Source: an optimization exercise on an open RTL-to-GDS flow (aim: small area and a short achievable clock period). Production flows keep margins and buffers that such runs may drop. Only simulation tests tie the RTL to the original design; equivalence was not proved. No activity file was given, so power comes from the tool's default toggle rates.

## flow/constraint.sdc

```tcl
create_clock -name core_clock -period 12.0 [get_ports {clk}]
set_input_delay 2.4000 -clock core_clock [delete_from_list [all_inputs] [get_ports {clk}]]
set_output_delay 2.4000 -clock core_clock [all_outputs]
set_load 0.01 [all_outputs]
```

## flow/run.sh

```bash
#!/bin/bash
# synth_recipe.tcl (not shown) runs the flow's synth.tcl, then flattens the netlist and writes it again
# the make line also repeats each setting of config.mk as NAME=value (left out here)
make -C /OpenROAD-flow-scripts/flow DESIGN_CONFIG=/design/flow/config.mk WORK_HOME=/design/flow/orfs CLKGATE_MAP_FILE= SYNTH_SCRIPT=/design/flow/synth_recipe.tcl finish
```

## flow/config.mk

```make
export PLATFORM = sky130hd
export DESIGN_NAME = spar_tile
export DESIGN_NICKNAME = spar_tile
export VERILOG_FILES = /design/flow/design.v
export SDC_FILE = /design/flow/constraint.sdc
export NUM_CORES = 4
export LEC_CHECK = 0
export CAP_MARGIN = 20
export CELL_PAD_IN_SITES_DETAIL_PLACEMENT = 1
export CELL_PAD_IN_SITES_GLOBAL_PLACEMENT = 3
export CORE_MARGIN = 2
export CORE_UTILIZATION = 35
export PLACE_DENSITY = 0.5
export SLEW_MARGIN = 20
```

## flow/design.v

```verilog
module BRAM
	(
		clk,
		reset,
		wea,
		web,
		addra,
		addrb,
		dia,
		dib,
		doa,
		dob
	);
input clk, reset, wea, web;
input [9:0] addra,addrb;
input [15:0] dia, dib;
output reg [15:0] doa,dob;
reg [15:0] ram [0:159];
wire a_ok = (addra < 10'd160);
wire b_ok = (addrb < 10'd160);
always @(posedge clk)
begin
	if (wea && a_ok) ram[addra] <= dia;
	if (web && b_ok) ram[addrb] <= dib;
	if (!a_ok)
		doa <= 16'h0000;
	else if (web && addrb == addra)
		doa <= dib;
	else if (wea)
		doa <= dia;
	else
		doa <= ram[addra];
	if (!b_ok)
		dob <= 16'h0000;
	else if (web)
		dob <= dib;
	else if (wea && addra == addrb)
		dob <= dia;
	else
		dob <= ram[addrb];
end
endmodule
`timescale 1ns / 1ps
module BitSliced_ALU #(parameter LENGTH = 32, parameter Slice_Size = 4)
    (
        input clk,  
        input reset, 
        output reg [Slice_Size-1:0] rd_d,	 
        input[Slice_Size-1:0] rs1_d,   
        input[Slice_Size-1:0] rs2_d, 	 
        input[3:0] alu_op,                
        input[9:0] count,		        
        input reg_write,	          
        input[1:0] Q,
		input [31:0] rs1_cnt,
		input [31:0] rs2_cnt
    );
reg carry_borrow;
reg [LENGTH * 2 - 1:0] acc_tmp;
reg [2 * Slice_Size - 1 :0] mult_tmp;
always @(posedge clk)  
begin
    if(reset == 0)
    begin
        carry_borrow = 0;
        acc_tmp = 0;
        mult_tmp = 0;
        rd_d = 0;
    end
    else if(alu_op == 0 && count % 3 == 2)
    begin
        {carry_borrow, rd_d} = rs1_d + rs2_d + carry_borrow;
        if(count == 3*(LENGTH/Slice_Size)-1)
        begin
            carry_borrow = 0;
        end
    end
    else if(alu_op == 1 && count % 3 == 2)
    begin
        {carry_borrow, rd_d} = rs1_d - rs2_d - carry_borrow;
        if(count == 3*(LENGTH/Slice_Size)-1)
        begin
            carry_borrow = 0;
        end
    end
    else if(alu_op == 2)
    begin
		if(count >= 2*(LENGTH/Slice_Size)*(LENGTH/Slice_Size)+2)
		begin
			rd_d = acc_tmp[LENGTH/2 + Slice_Size - 1 -: Slice_Size];
			acc_tmp = acc_tmp >> Slice_Size;
		end
		else
		begin
			if(count % 2 == 1)
			begin
				mult_tmp = (rs1_d * rs2_d);
				if(rs1_cnt == 0 || rs1_cnt == 1)
				begin
					acc_tmp = acc_tmp + (mult_tmp << (Slice_Size * ((rs1_cnt + rs2_cnt + (LENGTH/Slice_Size-3)))));  
				end
				else
				begin
					acc_tmp = acc_tmp + (mult_tmp << (Slice_Size * ((rs1_cnt + rs2_cnt - 2))));  
				end
			end
		end
		if(rs1_cnt == 0 && rs2_cnt == 0)
		begin
			acc_tmp = 0;
		end
	end
end
endmodule
`timescale 1ns / 1ps
module BS_PE_Block #(parameter SIZE = 1, parameter MAX_WORD_LENGTH = 32, parameter Slice_Size = 4, parameter PE_W = 2, parameter PE_H = 2)
	(
		input clk,
		input reset,
		input[3:0] alu_op,
		input wea,
		input web,
		input[9:0] addra,
		input[9:0] addrb,
		input[15:0] DINA,  
        input[15:0] DINB,  
		output[15:0] DOUTA,  
        output[15:0] DOUTB,  
        input external,
		input[9:0] count,  
		input[2:0] state,  
		input east,
		input west,
		input south,
		input north,
		input[(Slice_Size*PE_H*2-1):0] Ein,
		input[(Slice_Size*PE_H*2-1):0] Win,
		input[(Slice_Size*PE_W*2-1):0] Nin,
		input[(Slice_Size*PE_W*2-1):0] Sin,
		output[(Slice_Size*PE_H*2-1):0] Eout,
		output[(Slice_Size*PE_H*2-1):0] Wout,
		output[(Slice_Size*PE_W*2-1):0] Nout,
		output[(Slice_Size*PE_W*2-1):0] Sout,
		input [31:0] rs1_cnt,
		input [31:0] rs2_cnt
	);
wire[15:0] DIA; 
wire[15:0] DIB;
wire[15:0] DOB;
wire[15:0] DOA;
wire[15:0] W1, W2;
wire[15:0] E1, E2;
wire[15:0] N1, N2;
wire[15:0] S1, S2;
wire[15:0] alu_out;	
reg[15:0] q1_reg, q0_reg;
wire[15:0] q0;
wire[15:0] q1;
wire[1:0] Q [15:0];
assign E1 = {	
				Win[15:0]  
			};                          
assign E2 = {	                        
				Win[31:16]  
			};
assign W1 = {	
				Ein[15:0]  
			};
assign W2 = {	
				Ein[31:16]  
			};
assign S1 = {	
				Nin[15:0]  
			};
assign S2 = {	
				Nin[31:16]  
			};
assign N1 = {	
				Sin[15:0]  
			};
assign N2 = {	
				Sin[31:16]  
			};			
assign Wout = {DOB[15:0], DOA[15:0]};
assign Eout = {DOB[15:0], DOA[15:0]};
assign Nout = {DOB[15:0], DOA[15:0]};
assign Sout = {DOB[15:0], DOA[15:0]};
assign DOUTA = DOA;
assign DOUTB = DOB;
assign DIA = external? DINA : east ? E1 : west ? W1 : south ? S1 : north ? N1 : alu_out ;  
assign DIB = external? DINB : east ? E2 : west ? W2 : south ? S2 : north ? N2 : 16'h0000;
wire[15:0] DOB_temp;
wire[15:0] DOA_temp;
BRAM regfile
(
	clk,
	reset,
	wea,
	web,
	addra,
	addrb,
	DIA,
	DIB,	
	DOA,  
	DOB   
);
generate
genvar gi;
  for (gi=0; gi<(16/Slice_Size); gi=gi+1) begin : ALU
	BitSliced_ALU #(MAX_WORD_LENGTH, Slice_Size) alu 
	(
		clk,  
		reset, 
		alu_out[Slice_Size*(gi+1)-1:Slice_Size*gi],    
		DOA[Slice_Size*(gi+1)-1:Slice_Size*gi], 
		DOB[Slice_Size*(gi+1)-1:Slice_Size*gi],   
		alu_op,		
		count,	
		wea,
		Q[gi],
		rs1_cnt,
		rs2_cnt
	);
  end
endgenerate
endmodule
`timescale 1ns / 1ps
module BS_Controller #(parameter LENGTH = 32, parameter Slice_Size = 4)
	(
		input clk, 
		input reset,
		input start,
		input[31:0] instruction,
        output reg[3:0] alu_op,
        output reg wea,
		output reg web,
		output reg[9:0] addra, 
		output reg[9:0] addrb,
		output reg east, 
		output reg west, 
		output reg south, 
		output reg north,
		output reg[1:0] east_mode,
		output reg[1:0] west_mode,
		output reg[1:0] south_mode,
		output reg[1:0] north_mode,
		output reg[9:0] count,  
		output reg[2:0] state,  
		output [31:0] rs1_cnt_out,
		output [31:0] rs2_cnt_out
    );
parameter  Q = 3'b000, OP = 3'b001, SHIFT = 3'b010, WB = 3'b011, DFF_BRAM = 3'b100, DFF_ALU = 3'b101;  
wire[9:0] rs1_base, rs2_base, rd_base, rd_up_base;
wire[5:0] opcode;
reg[31:0] offset;
reg[9:0] rs1_ptr, rs2_ptr, rd_ptr, rd_up_ptr, q_ptr, shift_ptr;
reg[10:0] ram_ptr;
reg[6:0] iter;
reg start_flag;
reg finish_flag;
integer i;
integer rs1_cnt;
integer rs2_cnt;
assign rd_base    = (opcode == 9 || opcode == 10) ? instruction[25:21]*LENGTH+LENGTH-1 : instruction[25:21]*LENGTH;
assign rs1_base   = (opcode == 9 || opcode == 10) ? instruction[20:16]*LENGTH+LENGTH-1 : instruction[20:16]*LENGTH;
assign rs2_base   = (opcode == 9 || opcode == 10) ? instruction[15:11]*LENGTH+LENGTH-1 : instruction[15:11]*LENGTH;
assign rd_up_base = instruction[25:21]*LENGTH+LENGTH;
assign opcode = instruction[31:26];
assign rs1_cnt_out = rs1_cnt;
assign rs2_cnt_out = rs2_cnt;
always @ (posedge clk)
begin
	if (reset == 0) begin
		wea			<=	0;
		web			<=	0;
		addra		<=	0;
		addrb		<=	0;
		east		<=	0;
		west		<=	0;
		south		<=	0;
		north		<=	0;
		east_mode	<=	0;
		west_mode	<= 	0;
		south_mode	<=	0;
		north_mode	<=	0;
		rs1_ptr 	<= rs1_base;
		rs2_ptr 	<= rs2_base;
		rd_ptr 		<= rd_base;
		rd_up_ptr 	<= rd_base;
		q_ptr		<= rs2_base;
		shift_ptr	<= rd_base;
		ram_ptr		<=	'h400;
		rs1_cnt 	<=  0;  
		rs2_cnt 	<=  0;
		count		<=	0;
		iter		<=	0;
		offset		<= 	0;
		start_flag	<= 	0;
		finish_flag	<=	0;
		case(opcode)
			0:	begin
				alu_op		<=	0;
				state		<=	OP;
				end
			1:	begin
				alu_op		<=	1;
				state		<=	OP;
				end
			2:	begin
				alu_op		<=	2;
				state		<=	OP;	 
				end
			5,6,7,8: 	begin
				alu_op		<=	'hf;
				state		<=	OP;
				end
			9:	begin
				alu_op		<=	9;
				state		<=	OP;
				end
			10:	begin
				alu_op		<=	10;
				state		<=	OP;
				end
		endcase	
	end
	else if(start) begin
		wea			<=	0;
		web			<=	0;
		addra		<=	0;
		addrb		<=	0;
		east		<=	0;
		west		<=	0;
		south		<=	0;
		north		<=	0;
		east_mode	<=	0;
		west_mode	<=	0;
		south_mode	<=	0;
		north_mode	<=	0;
		rs1_ptr 	<= rs1_base;
		rs2_ptr 	<= rs2_base;
		rd_ptr 		<= rd_base;
		rd_up_ptr 	<= rd_base;
		q_ptr		<= rs2_base;
		shift_ptr	<= rd_base;
		ram_ptr		<=	0;
		rs1_cnt 	<=  0;  
		rs2_cnt 	<=  0;
		count		<=	0;
		iter		<=	0;
		offset		<= 	0;
		start_flag	<= 	1;
		finish_flag	<=	0;
		case(opcode)
			0:	begin
				alu_op		<=	0;
				state		<=	OP;
				end
			1:	begin
				alu_op		<=	1;
				state		<=	OP;
				end
			2:	begin
				alu_op		<=	2;
				state		<=	OP;	 
				end
			5,6,7,8: 	begin		 
				alu_op		<=	'hf;
				state		<=	OP;
				end			
			9:	begin
				alu_op		<=	9;
				state		<=	OP;
				end
			10:	begin
				alu_op		<=	10;
				state		<=	OP;
				end
		endcase	
	end
	else if(start_flag&&!finish_flag) begin
		count <= count + 1;
		case(opcode)
		0,1:    begin
				case(state)
				OP: begin
					rs1_ptr		<= rs1_ptr + 1;
					rs2_ptr 	<= rs2_ptr + 1;
					addra 		<= rs1_ptr;
					addrb 		<= rs2_ptr;
					wea 		<= 0;			
					state 		<= DFF_ALU;
				end
				DFF_ALU: begin
					state 		<= WB;
				end
				WB: begin
					rd_ptr 		<= rd_ptr + 1;
					addra 		<= rd_ptr;
					wea 		<= 1;
					state 		<= OP;
				end
				endcase
				if(count==3*(LENGTH/Slice_Size)) begin  
					start_flag	<= 0;
					finish_flag <= 1;
				end
			end
		2:		begin
				case(state)
				OP: begin
					if(rs1_cnt == (LENGTH/Slice_Size) - 1)  
					begin
						rs1_ptr		<= rs1_base;
						rs2_ptr 	<= rs2_ptr + 1;
						rs1_cnt <= 0;
						rs2_cnt		<= rs2_cnt + 1;
					end
					else
					begin
						rs1_ptr		<= rs1_ptr + 1;
						rs2_ptr 	<= rs2_ptr;
						rs1_cnt		<= rs1_cnt + 1;
					end
					addra 		<= rs1_ptr;
					addrb 		<= rs2_ptr;
					wea 		<= 0;
					if(rs2_cnt < (LENGTH/Slice_Size))  
					begin
						state 		<= DFF_ALU;
					end
					else if (rs2_cnt == (LENGTH/Slice_Size))
					begin
						state 		<= DFF_BRAM;
					end
					else
					begin
						wea 		<= 1;
						state 		<= DFF_BRAM;
					end					
				end
				DFF_ALU: begin
					state 		<= OP;
				end
				DFF_BRAM: begin
					state 		<= WB;
				end
				WB: begin
					rd_ptr 		<= rd_ptr + 1;
					addra 		<= rd_ptr;
					wea 		<= 1;
					if(count <((2*(LENGTH/Slice_Size)*(LENGTH/Slice_Size))+(LENGTH/Slice_Size)+2))  
					begin
						state 		<= WB;
					end
				end
				endcase
				if(count ==((2*(LENGTH/Slice_Size)*(LENGTH/Slice_Size))+(LENGTH/Slice_Size)+2)) begin  
					wea 		<= 0;  
					start_flag	<= 0;
					finish_flag <= 1;
				end
			end
		5: 	begin  
				east	<= 1;
				east_mode	<=	1; 
				west_mode	<=	0;
				south_mode	<=	0;
				north_mode	<=	0;
				case(state)
				OP: begin
					rs1_ptr		<= rs1_ptr + 2;
					addra 		<= rs1_ptr;
					addrb 		<= rs1_ptr+1;
					wea 		<= 0;
					web			<= 0;
					state 		<= WB;
				end
				WB: begin
					rd_ptr		<= rd_ptr + 2;
					addra		<= rd_ptr;
					addrb		<= rd_ptr+1;
					if(count<=(LENGTH/Slice_Size)) begin  
						wea 		<= 1;
						web			<= 1;
					end
					state 		<= OP;
				end
				endcase
				if(count==(LENGTH/Slice_Size)) begin		 
					east_mode	<=	0; 
					north_mode	<=	2;	 
				end
				if(count==(LENGTH/Slice_Size)+1) begin	 
					finish_flag <=  1;
					east_mode	<=	0; 
					north_mode	<=	0;
					wea 		<= 0;  
					web			<= 0;  
				end
			end
		7: 	begin  
				south	<= 1;
				east_mode	<=	0; 
				west_mode	<=	0;
				south_mode	<=	0;
				north_mode	<=	0;
				case(state)
				OP: begin
					rs1_ptr		<= rs1_ptr + 2;
					addra 		<= rs1_ptr;
					addrb 		<= rs1_ptr+1;
					wea 		<= 0;
					web			<= 0;
					state 		<= WB;
				end
				WB: begin
					rd_ptr		<= rd_ptr + 2;
					addra		<= rd_ptr;
					addrb		<= rd_ptr+1;
					if(count<=(LENGTH/Slice_Size)) begin
						wea 		<= 1;
						web			<= 1;
					end
					state 		<= OP;
				end
				endcase
				if(count==(LENGTH/Slice_Size)) begin
					finish_flag <=  1;
				end
			end
		8: 	begin  
				north	<= 1;
				east_mode	<=	0; 
				west_mode	<=	0;
				south_mode	<=	0;
				north_mode	<=	1;
				case(state)
				OP: begin
					rs1_ptr		<= rs1_ptr + 2;
					addra 		<= rs1_ptr;
					addrb 		<= rs1_ptr+1;
					wea 		<= 0;
					web			<= 0;
					state 		<= WB;
				end
				WB: begin
					rd_ptr		<= rd_ptr + 2;
					addra		<= rd_ptr;
					addrb		<= rd_ptr+1;
					if(count<=(LENGTH/Slice_Size)) begin
						wea 		<= 1;
						web			<= 1;
					end
					state 		<= OP;
				end
				endcase
				if(count==(LENGTH/Slice_Size)) begin
					north_mode	<=	2;	 
				end
				if(count==(LENGTH/Slice_Size)+1) begin
					north_mode	<=	0;
					finish_flag <=  1;
				end
			end
		9:
			begin
				case(state)
				OP: begin
					rs1_ptr		<= rs1_ptr - 1;
					rs2_ptr 	<= rs2_ptr - 1;
					addra 		<= rs1_ptr;
					addrb 		<= rs2_ptr;
					wea 		<= 0;
					state 		<= WB;
				end
				WB: begin
					rd_ptr 		<= rd_ptr - 1;
					addra 		<= rd_ptr;
					wea 		<= 1;
					state 		<= OP;
				end
				endcase
				if(count==2*(LENGTH/Slice_Size)) begin  
					start_flag	<= 0;
					finish_flag <= 1;
				end
			end		
		10:
			begin
				case(state)
				OP: begin
					rs1_ptr		<= rs1_ptr - 1;
					rs2_ptr 	<= rs2_ptr - 1;
					addra 		<= rs1_ptr;
					addrb 		<= rs2_ptr;
					wea 		<= 0;
					state 		<= WB;
				end
				WB: begin
					rd_ptr 		<= rd_ptr - 1;
					addra 		<= rd_ptr;
					wea 		<= 1;
					state 		<= OP;
				end
				endcase
				if(count==2*(LENGTH/Slice_Size)) begin  
					start_flag	<= 0;
					finish_flag <= 1;
				end
			end
		endcase
		end
end
endmodule
module Tile #(parameter TILE_DIM = 2, parameter MAX_WORD_LENGTH = 32, parameter Slice_Size = 4, parameter PE_W = 2, parameter PE_H = 2)(
    clk, 
    reset,
    start,
    instruction,
	external,
    BRAM_i,
    BRAM_j,
 	WEA,
    WEB,
    ADDRA,
    ADDRB,
    DIA,
    DIB,
    DOA,
    DOB,
    EIN,
	WIN,
	NIN,
    SIN,  
    EOUT,
	WOUT,
    NOUT,
    SOUT
    );
input clk;
input reset;
input start;
input external;
wire[3:0] alu_op;
input[31:0] instruction;
input[7:0] BRAM_i;
input[7:0] BRAM_j;
input WEA;
input WEB;
input[9:0] ADDRA;
input[9:0] ADDRB;
input[15:0] DIA;
input[15:0] DIB;
output[15:0] DOA;
output[15:0] DOB;
input[0:TILE_DIM*(Slice_Size*PE_H*2)-1] WIN;
input[0:TILE_DIM*(Slice_Size*PE_H*2)-1] EIN;
input[0:TILE_DIM*(Slice_Size*PE_W*2)-1] SIN;
input[0:TILE_DIM*(Slice_Size*PE_W*2)-1] NIN;
output[0:TILE_DIM*(Slice_Size*PE_H*2)-1] WOUT;
output[0:TILE_DIM*(Slice_Size*PE_H*2)-1] EOUT;
output[0:TILE_DIM*(Slice_Size*PE_W*2)-1] SOUT;
output[0:TILE_DIM*(Slice_Size*PE_W*2)-1] NOUT;
wire[9:0] addra;
wire[9:0] addrb;
wire[1:0] east_mode;
wire[1:0] west_mode;
wire[1:0] south_mode;
wire[1:0] north_mode;
wire[9:0] count;  
wire[2:0] state;  
wire [31:0] rs1_cnt;
wire [31:0] rs2_cnt;
wire[(Slice_Size*PE_H*2-1):0] EtoW[TILE_DIM-1:0][TILE_DIM-1:0];
wire[(Slice_Size*PE_H*2-1):0] WtoE[TILE_DIM-1:0][TILE_DIM-1:0];
wire[(Slice_Size*PE_W*2-1):0] StoN[TILE_DIM-1:0][TILE_DIM-1:0];
wire[(Slice_Size*PE_W*2-1):0] NtoS[TILE_DIM-1:0][TILE_DIM-1:0];
wire[15:0] wDOA[TILE_DIM-1:0][TILE_DIM-1:0];
wire[15:0] wDOB[TILE_DIM-1:0][TILE_DIM-1:0];
assign DOA = wDOA[BRAM_i][BRAM_j];
assign DOB = wDOB[BRAM_i][BRAM_j];
BS_Controller #(MAX_WORD_LENGTH, Slice_Size) FSM
		(
			clk, 
			reset,
			start,
			instruction,
			alu_op,
			wea,
			web,
			addra, 
			addrb,
			east,	
			west,	
			south,	
			north,
			east_mode,
			west_mode,
			south_mode,
			north_mode,
			count,
			state,
			rs1_cnt,
			rs2_cnt
		);
generate
genvar gi;
genvar gj;
for (gi=0; gi<TILE_DIM; gi=gi+1) begin : ROW
	for (gj=0; gj<TILE_DIM; gj=gj+1) begin : COL
		BS_PE_Block #(TILE_DIM, MAX_WORD_LENGTH, Slice_Size, PE_W, PE_H) block 
		(
			clk,
			reset,
			alu_op,
			(gi==BRAM_i && gj==BRAM_j? (external? WEA : wea) : wea),
			(gi==BRAM_i && gj==BRAM_j? (external? WEB : web) : web),
			(gi==BRAM_i && gj==BRAM_j? (external? ADDRA : addra) : addra),
			(gi==BRAM_i && gj==BRAM_j? (external? ADDRB : addrb) : addrb),
            gi==BRAM_i && gj==BRAM_j? DIA : 16'h0000,
            gi==BRAM_i && gj==BRAM_j? DIB : 16'h0000,
		    wDOA[gi][gj],
            wDOB[gi][gj],
            external,
			count,
			state,
			east,	
			west,	
			south,		
			north,		
			gj==TILE_DIM-1              ? EIN[(Slice_Size*PE_H*2)*gi+:(Slice_Size*PE_H*2)] : WtoE[gi][gj+1], 
			gj==0                   ? WIN[(Slice_Size*PE_H*2)*gi+:(Slice_Size*PE_H*2)] : EtoW[gi][gj-1], 
			gi==0   			    ? NIN[(Slice_Size*PE_W*2)*gj+:(Slice_Size*PE_W*2)] : StoN[gi-1][gj], 
			gi==TILE_DIM-1              ? SIN[(Slice_Size*PE_W*2)*gj+:(Slice_Size*PE_W*2)] : NtoS[gi+1][gj], 
		    EtoW[gi][gj],  
			WtoE[gi][gj],  
			NtoS[gi][gj],  
			StoN[gi][gj],   
			rs1_cnt,
			rs2_cnt
		);
		assign EOUT[(Slice_Size*PE_H*2)*gi+:(Slice_Size*PE_H*2)] = EtoW[gi][TILE_DIM-1];
		assign WOUT[(Slice_Size*PE_H*2)*gi+:(Slice_Size*PE_H*2)] = WtoE[gi][0];  
		assign SOUT[(Slice_Size*PE_W*2)*gj+:(Slice_Size*PE_W*2)] = StoN[TILE_DIM-1][gj];
		assign NOUT[(Slice_Size*PE_W*2)*gj+:(Slice_Size*PE_W*2)] = NtoS[0][gj];
	end
  end
endgenerate
endmodule
module spar_tile (
    input         clk,
    input         reset,         
    input         start,
    input  [31:0] instruction,
    input         external,
    input         WEA,
    input         WEB,
    input  [9:0]  ADDRA,
    input  [9:0]  ADDRB,
    input  [15:0] DIA,
    input  [15:0] DIB,
    output [15:0] DOA,
    output [15:0] DOB,
    input  [31:0] EIN,
    input  [31:0] WIN,
    input  [31:0] NIN,
    input  [31:0] SIN
);
wire [31:0] eout, wout, nout, sout;
Tile #(1, 32, 4, 4, 4) tile (
    clk,
    reset,
    start,
    instruction,
    external,
    8'd0,
    8'd0,
    WEA,
    WEB,
    ADDRA,
    ADDRB,
    DIA,
    DIB,
    DOA,
    DOB,
    EIN,
    WIN,
    NIN,
    SIN,
    eout,
    wout,
    nout,
    sout
);
endmodule
```

==> summary.txt <==
WS Path Type=reg -> reg; routed wire length=1060000 um; final instance area=0.221 mm^2; XOR/XNOR Fraction of Synth Area=0.0177; Least-Margin Pin Slew=1.45 ns; largest net degree at the start of global routing=166; via count=197000; Cells after Synth=25500; row count=275; Crit Path Max Fanout=25; syn nets=26100; register bit count reported by yosys=3006; Post-synth EDFFs=2597; GR Overflow Total=0; final slew viol count=0; die area=0.570 mm^2; Total Power Consumption=27.4 mW; Clock Skew=0.0779 ns; Layout Utilization=0.394; Synth cell types=100; vias per cell=6.10; clock latency (worst-skew pair)=1.06 ns; drt wl/cell=32.8 um; DP HPWL=677000 um; synthesized area=0.198 mm^2; crit-path max cell delay=0.71 ns; Mean Syn Cell Area=7.76 um^2; worst-case clock buffer depth=4; main combinational cell family by area after synthesis=simple AND/OR/NAND/NOR gates; mux cell area share after synthesis=0.00639; Setup TNS=0 ns; Max-Cap Viols=0; CTS tree=done; Port Buffer Count=206; CP required=12.89 ns; CORE AREA=0.562 mm^2; Simple-Gate Fraction of Synth Area=0.279; Worst Hold Class=reg -> reg; Final Cycle Share=0.943; GR Util All Layers=0.357; initial antenna violation count=76; CTS Sinks=3006; GRT busiest layer=met2; sequential area share after synthesis=0.436; Final ANT Viol Nets=0; Achievable Freq=88.3 MHz; Final min period=11.32 ns; Max rail drop VDD=0.000114 V; setup violators final=0; Initial Utilization=0.352; DR iter-0 viols=19500; pwr dens=124 mW/mm^2; dpl cell area=0.209 mm^2; Synth Area in Compound Gates=0.180; 1st-pass router iterations=6; Clock transition at path regs=0.06 ns; Ports=250; post-CTS setup repair buffer count=0; Die H=755 um; H-tree depth=5; CP Capture Type=flip-flop; dpl cells=31500; Die X=755 um; adder-cell share of the synthesized area=0.0293; Final #Nets=25100; relative slew slack=0.0351; vias in the first global route=192000; top_reg_cell synth=edfxtp_1; CTS Buf Count=397; Arrival @ worst endpoint=12.21 ns; routability cong.=0.927; status=complete, no violations; final hold vios=0; ys async rst share=0; root buffer cell=clkbuf_16; share of cells above drive strength 1=0.0727; RSZ-0062 raised after global routing=no; CP max stage cell=nand2b_2; Synth Warn #=16; DR DRC count=0; first-pass GRT wire length=1480000 um; synthesis-to-layout area growth=12.1%; met2 usage=0.578; GR Util met1=0.464; met3 usage=0.0538; Startpoint Class=flip-flop; Non-Filler Instances=32200; leakage=82.2 nW
[cell usage after synthesis, drive strengths merged (42+ instances only)]
cell type / number / share of area
ha: 402 / 0.025
a21o: 171 / 0.0065
buf: 397 / 0.0076
dfxtp: 409 / 0.041
inv: 189 / 0.0036
o21a: 78 / 0.0030
xor2: 177 / 0.0079
clkbuf: 2088 / 0.040
o21bai: 62 / 0.0024
nand2b: 83 / 0.0026
nor3: 197 / 0.0050
or3: 44 / 0.0014
and2: 58 / 0.0018
a21oi: 600 / 0.015
xnor2: 221 / 0.0098
or2: 42 / 0.0013
edfxtp: 2597 / 0.39
mux2i: 89 / 0.0045
a22oi: 218 / 0.0083
nor2: 726 / 0.014
and3: 385 / 0.012
nor4: 56 / 0.0020
a211oi: 125 / 0.0048
a31oi: 128 / 0.0041
nand2: 8423 / 0.16
nand4: 43 / 0.0014
nand3: 2612 / 0.066
nor2b: 249 / 0.0079
o21ai: 3179 / 0.081
a311oi: 912 / 0.040
[logic make-up after synthesis]
family,Yosys count
XOR/XNOR,398
AND/OR/NAND/NOR,13000
adder cells (fa/ha/maj),440
flip-flops,3006
multiplexers,122
buffers and inverters,2676
AO/OA/AOI/OAI,5814
[timing repair]
action                                  CTS  global route
hold endpoints to repair                  0             0
endpoints found under the setup margin    0             6
gates resized for setup                   0             5
hold buffers                              0             0
[cell type report]
| cell class | instances | area, um^2 |
|---|---|---|
| multi-input cells | 19800 | 103000 |
| well taps | 7479 | 9360 |
| fillers | 66500 | 340000 |
| diodes | 44 | 110 |
| clock buffers | 511 | 10700 |
| repair buffers | 1026 | 9230 |
| clock inverters | 199 | 1630 |
| inverters | 191 | 717 |
| flip-flops and latches | 3006 | 86200 |
[path summary, 6_finish.rpt]
check	startpoint	endpoint	slack (ns)	depth (start not counted)
setup / recovery	tile.FSM.rs1_cnt[0]	tile.ROW[0].COL[0].block.ALU[3].alu.acc_tmp[63]	0.68	34
hold / removal	tile.FSM.finish_flag	tile.FSM.finish_flag	0.47	2
setup reg to reg	tile.FSM.rs1_cnt[0]	tile.ROW[0].COL[0].block.ALU[3].alu.acc_tmp[63]	0.68	34
hold reg to reg	tile.FSM.finish_flag	tile.FSM.finish_flag	0.47	2
[worst max-delay path: cells and delay by family (launching register included)]
kind | cells | cell delay (ns)
AO/OA/AOI/OAI | 21 | 6.04
AND/OR/NAND/NOR | 9 | 3.56
adder cells (fa/ha/maj) | 3 | 1.02
flip-flops | 1 | 0.36
buffers and inverters | 1 | 0.22
[placed cells by master, fill, tap and decap left out, types with 128 or more instances in the layout]
master,count
and3_1,385
buf_4,739
nor2b_1,248
clkdlybuf4s50_1,204
xor2_1,175
a21o_1,171
nor3_1,182
clkbuf_16,405
xnor2_1,219
a21oi_1,582
nand3_1,2611
nor2_1,703
a31oi_1,128
o21ai_0,2996
ha_1,402
edfxtp_1,2597
a22oi_1,217
dfxtp_1,407
a311oi_1,896
nand2_1,8380
inv_1,188
[per-stage QoR]
stage,hold WS (ns),setup slack (ns)
4_1_cts,0.474,0.436
5_1_grt,0.512,0.0175
3_3_place_gp,0.456,0.556
6_report,0.472,0.680
3_5_place_dp,0.460,0.521
2_1_floorplan,0.431,3.09
[registers in the layout, indices dropped and copies added (netlist names), 16 cells and up]
signal                              flops
tile.ROW.COL.block.regfile.ram       2560
tile.ROW.COL.block.ALU.alu.acc_tmp    256
tile.FSM.rs1_cnt                       32
tile.FSM.rs2_cnt                       32
tile.ROW.COL.block.ALU.alu.rd_d        16
tile.ROW.COL.block.regfile.doa         16
tile.ROW.COL.block.regfile.dob         16
[power by group]
| group | internal, mW | switching, mW |
|---|---|---|
| clock network | 6.69 | 5.20 |
| registers | 11.4 | 0.0930 |
| logic | 1.02 | 2.99 |
| total | 19.1 | 8.28 |
[layer usage]
metal | vias up | wire (um) | part of all wire
li1 | 87700 | - | -
met1 | 99600 | 439000 | 0.42
met2 | 7429 | 481000 | 0.46
met3 | 1834 | 74400 | 0.070
met4 | 24 | 61200 | 0.058
met5 | - | 173 | 0.00016

static timing again, ports no longer ideal:
The results above use ideal ports. As a check the final layout listed here was re-extracted and re-timed, cells and wires unchanged.
Step 1: set_driving_cell puts a clkbuf_16 on clk and a buf_2 on each other input, an assumption about the parent block.
Step 2 also shifts input and output timing later by t, the mid clock arrival at the registers, as if the neighbouring blocks saw the same clock.
Slacks: ideal / step 1 / step 2; pairs: ideal / step 1.
t (ns): 1.151
slack for setup (ns): 0.680 / 0.680 / 0.680
worst hold slack (ns): 0.472 / 0.472 / 0.472
latest minus earliest clock arrival (ns): 0.085 / 0.085
worst data-port slew with drivers (ns): 0.36
After both steps setup and hold are still met in this run. The setup slack of this run moves by 0.000 ns with the drivers and by 0.000 ns with both steps.
